This is an optimization exercise on Yosys and OpenROAD, whose aim is small area, not a production implementation.
In this exercise RTL edits were held to simulation tests only and were not proved equivalent to the original.
Power is estimated from default activity; no workload was simulated.

## run A
==> flow/design.v <==
`default_nettype none
module fp16_sum(input wire clk,input wire [15:0] num1,num2,output reg [15:0] out);
	function automatic [12:0] radd12(input [11:0] a, input [11:0] b, input ci);
		integer k;
		reg c;
		begin
			c = ci;
			for (k = 0; k < 12; k = k + 1) begin
				radd12[k] = a[k] ^ b[k] ^ c;
				c = (a[k] & b[k]) | (c & (a[k] ^ b[k]));
			end
			radd12[12] = c;
		end
	endfunction
	function automatic gt10(input [9:0] a, input [9:0] b);
		integer k;
		reg g;
		begin
			g = 1'b0;
			for (k = 0; k < 10; k = k + 1)
				g = (a[k] & ~b[k]) | (~(a[k] ^ b[k]) & g);
			gt10 = g;
		end
	endfunction
	wire [4:0]  e1   = num1[14:10];
	wire [4:0]  e2   = num2[14:10];
	wire [12:0] a12  = radd12({7'd0, e1}, {7'h7f, ~e2}, 1'b1);    
	wire [12:0] a21  = radd12({7'd0, e2}, {7'h7f, ~e1}, 1'b1);    
	wire        egt  = ~a12[12];                    
	wire        eeq  = e1 == e2;
	wire [4:0]  d    = egt ? a21[4:0] : a12[4:0];
	wire        swap = egt | (eeq & gt10(num2[9:0], num1[9:0]));    
	wire [9:0]  bm   = swap ? num2[9:0] : num1[9:0];
	wire [9:0]  sm   = swap ? num1[9:0] : num2[9:0];
	wire [10:0] sn   = {1'b1, sm} >> d;
	reg        r1_sign, r1_sub;
	reg [4:0]  r1_exp;
	reg [9:0]  r1_bm;
	reg [10:0] r1_sn;
	always @(posedge clk) begin
		r1_sign <= swap ? num2[15] : num1[15];
		r1_sub  <= num1[15] ^ num2[15];
		r1_exp  <= egt ? e2 : e1;
		r1_bm   <= bm;
		r1_sn   <= sn;
	end
	wire [12:0] ps  = radd12({1'b0, 1'b1, r1_bm}, {1'b0, r1_sn ^ {11{r1_sub}}}, r1_sub);
	wire [11:0] pre = {ps[11] ^ r1_sub, ps[10:0]};
	wire        clr = r1_sub & pre[10];
	reg        r2_sign;
	reg [4:0]  r2_exp;
	reg [11:0] r2_pre;
	always @(posedge clk) begin
		r2_sign <= r1_sign;
		r2_exp  <= r1_exp;
		r2_pre  <= {pre[11:2], pre[1:0] & {2{~clr}}};
	end
	reg  [3:0]  p;
	integer i;
	always @* begin
		p = 4'd0;
		for (i = 0; i < 12; i = i + 1)
			if (r2_pre[i]) p = i;
	end
	wire        lo = ~r2_pre[11] & ~r2_pre[10];
	wire [11:0] x  = {r2_pre[11:2], r2_pre[1:0] & {2{~lo}}};
	wire [11:0] xs = x << (4'd11 - p);
	wire        nz = |r2_pre;
	wire [12:0] ee = radd12({7'd0, r2_exp}, {8'd0, p} + 12'hff6, 1'b0);
	wire [4:0]  re = nz ? ee[4:0] : 5'd0;
	wire [9:0]  rm = xs[10:1];
	reg [15:0] s3, s4;
	always @(posedge clk) begin
		s3  <= {r2_sign, re, rm};
		s4  <= s3;
		out <= s4;
	end
endmodule
==> flow/config.mk <==
export PLATFORM = sky130hd
export DESIGN_NAME = fp16_sum
export DESIGN_NICKNAME = fp16_sum
export VERILOG_FILES = /design/flow/design.v
export SDC_FILE = /design/flow/constraint.sdc
export NUM_CORES = 4
export LEC_CHECK = 0
export ABC_AREA = 1
export CAP_MARGIN = 20
export CORE_MARGIN = 2
export CORE_UTILIZATION = 55
export SLEW_MARGIN = 20
==> flow/constraint.sdc <==
create_clock -name core_clock -period 4.5 [get_ports {clk}]
set_input_delay 0.9000 -clock core_clock [delete_from_list [all_inputs] [get_ports {clk}]]
set_output_delay 0.9000 -clock core_clock [all_outputs]
set_load 0.01 [all_outputs]
run.sh (not shown) runs the stock make flow with config.mk's settings and CLKGATE_MAP_FILE= SYNTH_SCRIPT=/design/flow/synth_recipe.tcl, a recipe that flattens the netlist after the stock synthesis.
Run A ran to completion and came out clean on the timing, DRC and antenna checks.
Inputs modified between run A and run B:
# run A
export LEC_CHECK = 0
export ABC_AREA = 1
export CAP_MARGIN = 20
export CORE_MARGIN = 2
export CORE_UTILIZATION = 55
export SLEW_MARGIN = 20
create_clock -name core_clock -period 4.5 [get_ports {clk}]
# run B
export LEC_CHECK = 0
export ABC_AREA = 1
export CAP_MARGIN = 20
export CORE_MARGIN = 2
export CORE_UTILIZATION = 70
export PLACE_DENSITY = 0.8
export SLEW_MARGIN = 20
create_clock -name core_clock -period 4.5 [get_ports {clk}]
==> summary.txt <==
- Global-route wire length before repair grows by more than 10% when moving from run A to run B.
- ~same count of clock-buffer cells in the layout in run A and run B
- Row timing-limited maximum frequency: run B lower / run A higher
- Y dimension of the die ends up higher on run A.
- End-of-flow core utilization was higher in the run labelled run B.
Input-level comparison between run C and run B:
# run B
export LEC_CHECK = 0
export ABC_AREA = 1
export CAP_MARGIN = 20
export CORE_MARGIN = 2
export CORE_UTILIZATION = 70
export PLACE_DENSITY = 0.8
export SLEW_MARGIN = 20
create_clock -name core_clock -period 4.5 [get_ports {clk}]
# run C
export LEC_CHECK = 0
export ABC_AREA = 1
export CAP_MARGIN = 20
export CORE_MARGIN = 2
export CORE_UTILIZATION = 55
export SLEW_MARGIN = 20
create_clock -name core_clock -period 4.5 [get_ports {clk}]
==> flow/flow/run.sh (new file) <==
#!/bin/bash
# The standard layout with three changes:
#  - synthesis maps with flow/abc.script and without the adder cell step;
#  - the port buffers are plain buf_1 cells.
set -euo pipefail
here=$(pwd)
inner=$(grep -o 'SYNTH_SCRIPT=[^ ]*' standard.sh | head -1 | cut -d= -f2-)
export OWN_INNER_SYNTH=$inner
export OWN_ABC_SCRIPT=$here/flow/abc.script
export BUFFER_PORTS_ARGS="-buffer_cell sky130_fd_sc_hd__buf_1"
sed "s#SYNTH_SCRIPT=[^ ]*#SYNTH_SCRIPT=$here/flow/synth.tcl ADDER_MAP_FILE=#" standard.sh > own.sh
bash own.sh > flow.log 2>&1
==> flow/flow/abc.script (new file) <==
strash
dch -f
map -D 3400 -B 0.2
topo
stime -c
buffer -c
upsize -c
dnsize -c
==> flow/flow/synth.tcl (new file) <==
# The standard flow's synthesis script, with our own ABC script for the technology
# mapping (the registers and their names are unchanged).
proc abc {args} {
  set i [lsearch -exact $args -script]
  if {$i >= 0} { lset args [expr {$i + 1}] $::env(OWN_ABC_SCRIPT) }
  yosys abc {*}$args
}
source $::env(OWN_INNER_SYNTH)
==> flow/standard.sh (new file) <==
#!/bin/bash
# synth_recipe.tcl (not shown) runs the flow's synth.tcl, then flattens the netlist and writes it again
# the make line also repeats each setting of config.mk as NAME=value (left out here)
make -C /OpenROAD-flow-scripts/flow DESIGN_CONFIG=/design/flow/config.mk WORK_HOME=/design/flow/orfs CLKGATE_MAP_FILE= SYNTH_SCRIPT=/design/flow/synth_recipe.tcl "${@:-finish}"
removed: flow/run.sh
### Flow results
- Against run B as the reference, run C delivers a lower area growth from synthesis to layout.
- The most common library cell in the layout ignoring fill and taps comes out sky130_fd_sc_hd__dfxtp_1 in one run and sky130_fd_sc_hd__nand2_1 in the other, namely in run C and run B respectively.
- Run B ended up with r1_sub as its startpoint of the worst setup timing path; run C ended up with num2[11].
- In run C, the global-route usage came out 12 points below the value in run B.
- On total clock buffers created by CTS, run B and run C are basically level.
- Changes observed in run C relative to run B: leakage component of the power fell about 17%, via-per-instance ratio fell 0.51.
- Between run B and run C, the share of the synthesized netlist area taken by xor and xnor gates is higher for run C.
- Run C vs run B: sequential fraction of the synthesis area up
Input-level comparison between run D and run C:
# run C
export LEC_CHECK = 0
export ABC_AREA = 1
export CAP_MARGIN = 20
export CORE_MARGIN = 2
export CORE_UTILIZATION = 55
export SLEW_MARGIN = 20
create_clock -name core_clock -period 4.5 [get_ports {clk}]
# run D
export LEC_CHECK = 0
export ABC_AREA = 1
export CAP_MARGIN = 20
export CORE_MARGIN = 2
export CORE_UTILIZATION = 55
export CTS_BUF_LIST = sky130_fd_sc_hd__clkbuf_4 sky130_fd_sc_hd__clkbuf_8
export CTS_CLUSTER_DIAMETER = 50
export CTS_CLUSTER_SIZE = 20
export SLEW_MARGIN = 20
create_clock -name core_clock -period 4.5 [get_ports {clk}]
==> flow/run.sh (new file) <==
#!/bin/bash
# synth_recipe.tcl (not shown) runs the flow's synth.tcl, then flattens the netlist and writes it again
# the make line also repeats each setting of config.mk as NAME=value (left out here)
make -C /OpenROAD-flow-scripts/flow DESIGN_CONFIG=/design/flow/config.mk WORK_HOME=/design/flow/orfs CLKGATE_MAP_FILE= SYNTH_SCRIPT=/design/flow/synth_recipe.tcl finish
removed: flow/flow/run.sh
removed: flow/flow/abc.script
removed: flow/flow/synth.tcl
removed: flow/standard.sh
Run D vs. run C: pre-CTS worst setup slack went down by 0.18 ns.
Compared with run C, run D shows a lower relative max-transition margin.
Last element of the critical path = r2_pre[0]: run D; last element of the critical path = r1_sn[1]: run C
Per the comparison of run D with run C, global-route wire length before repair rose by 1800 um, cell area rose by about 18%.
What run E does differently from run D at the input level:
# run D
export LEC_CHECK = 0
export ABC_AREA = 1
export CAP_MARGIN = 20
export CORE_MARGIN = 2
export CORE_UTILIZATION = 55
export CTS_BUF_LIST = sky130_fd_sc_hd__clkbuf_4 sky130_fd_sc_hd__clkbuf_8
export CTS_CLUSTER_DIAMETER = 50
export CTS_CLUSTER_SIZE = 20
export SLEW_MARGIN = 20
create_clock -name core_clock -period 4.5 [get_ports {clk}]
# run E
export LEC_CHECK = 0
export ABC_AREA = 1
export CAP_MARGIN = 20
export CORE_MARGIN = 2
export CORE_UTILIZATION = 55
export SLEW_MARGIN = 20
create_clock -name core_clock -period 4.5 [get_ports {clk}]
==> flow/flow/run.sh (new file) <==
#!/bin/bash
# The standard layout, with plain buf_1 cells as the port buffers.
set -euo pipefail
export BUFFER_PORTS_ARGS="-buffer_cell sky130_fd_sc_hd__buf_1"
bash standard.sh > standard.log 2>&1
==> flow/standard.sh (new file) <==
#!/bin/bash
# synth_recipe.tcl (not shown) runs the flow's synth.tcl, then flattens the netlist and writes it again
# the make line also repeats each setting of config.mk as NAME=value (left out here)
make -C /OpenROAD-flow-scripts/flow DESIGN_CONFIG=/design/flow/config.mk WORK_HOME=/design/flow/orfs CLKGATE_MAP_FILE= SYNTH_SCRIPT=/design/flow/synth_recipe.tcl "${@:-finish}"
removed: flow/run.sh
Results
Run E has less setup slack than run D. Run E: multi-input logic portion of the cell area 2.9 points above run D. Run E — length of the first detailed-routing pass in iterations 1 higher, run D as reference. Relative to run D, register-to-register path setup slack has gone down in run E. The higher normalized max-slew margin of run D and run E is in run E. Between run E and run D, it is run E whose via count is lower, by 0.61%. The run showing the smaller count of clock-buffer cells in the layout is run D. Between run D and run E, achievable clock frequency decreased. In the metrics for run D and run E, the one carrying the lower global-route usage is run E. Measured against run E, the layout buffer count excluding clock buffers of run D comes out at 1.12 times the reference value.

==> what the ideal ports hide <==
The results above use ideal ports. As a check the final layouts listed here were re-extracted and re-timed, cells and wires unchanged.
Step 1: set_driving_cell puts a clkbuf_16 on clk and a buf_2 on each other input, an assumption about the parent block.
Step 2 adds t to the input delays and takes it off the output delays; t is the mean of the earliest and latest rising clock arrival at the registers after step 1. Input paths then give back, and output paths get back, about the clock's delay inside the block.
Slacks: ideal / step 1 / step 2; pairs: ideal / step 1.
run | t (ns) | setup slack, ns | worst setup path after step 2 | worst register clock-pin slew, ns
run A | 0.377 | 0.249 / 0.249 / 0.099 | input to register | 0.08 / 0.08
run B | 0.384 | 0.110 / 0.110 / -0.022 | input to register | 0.09 / 0.09
run C | 0.370 | 0.614 / 0.620 / 0.250 | input to register | 0.10 / 0.10
run D | 0.380 | 0.249 / 0.249 / 0.095 | input to register | 0.08 / 0.08
run E | 0.369 | 0.195 / 0.195 / 0.195 | register to register | 0.08 / 0.08
Met with ideal ports but missed after step 2: setup timing in run B. For run C, which loses most, drivers alone change the setup slack by +0.006 ns; drivers and shift together by -0.364 ns.
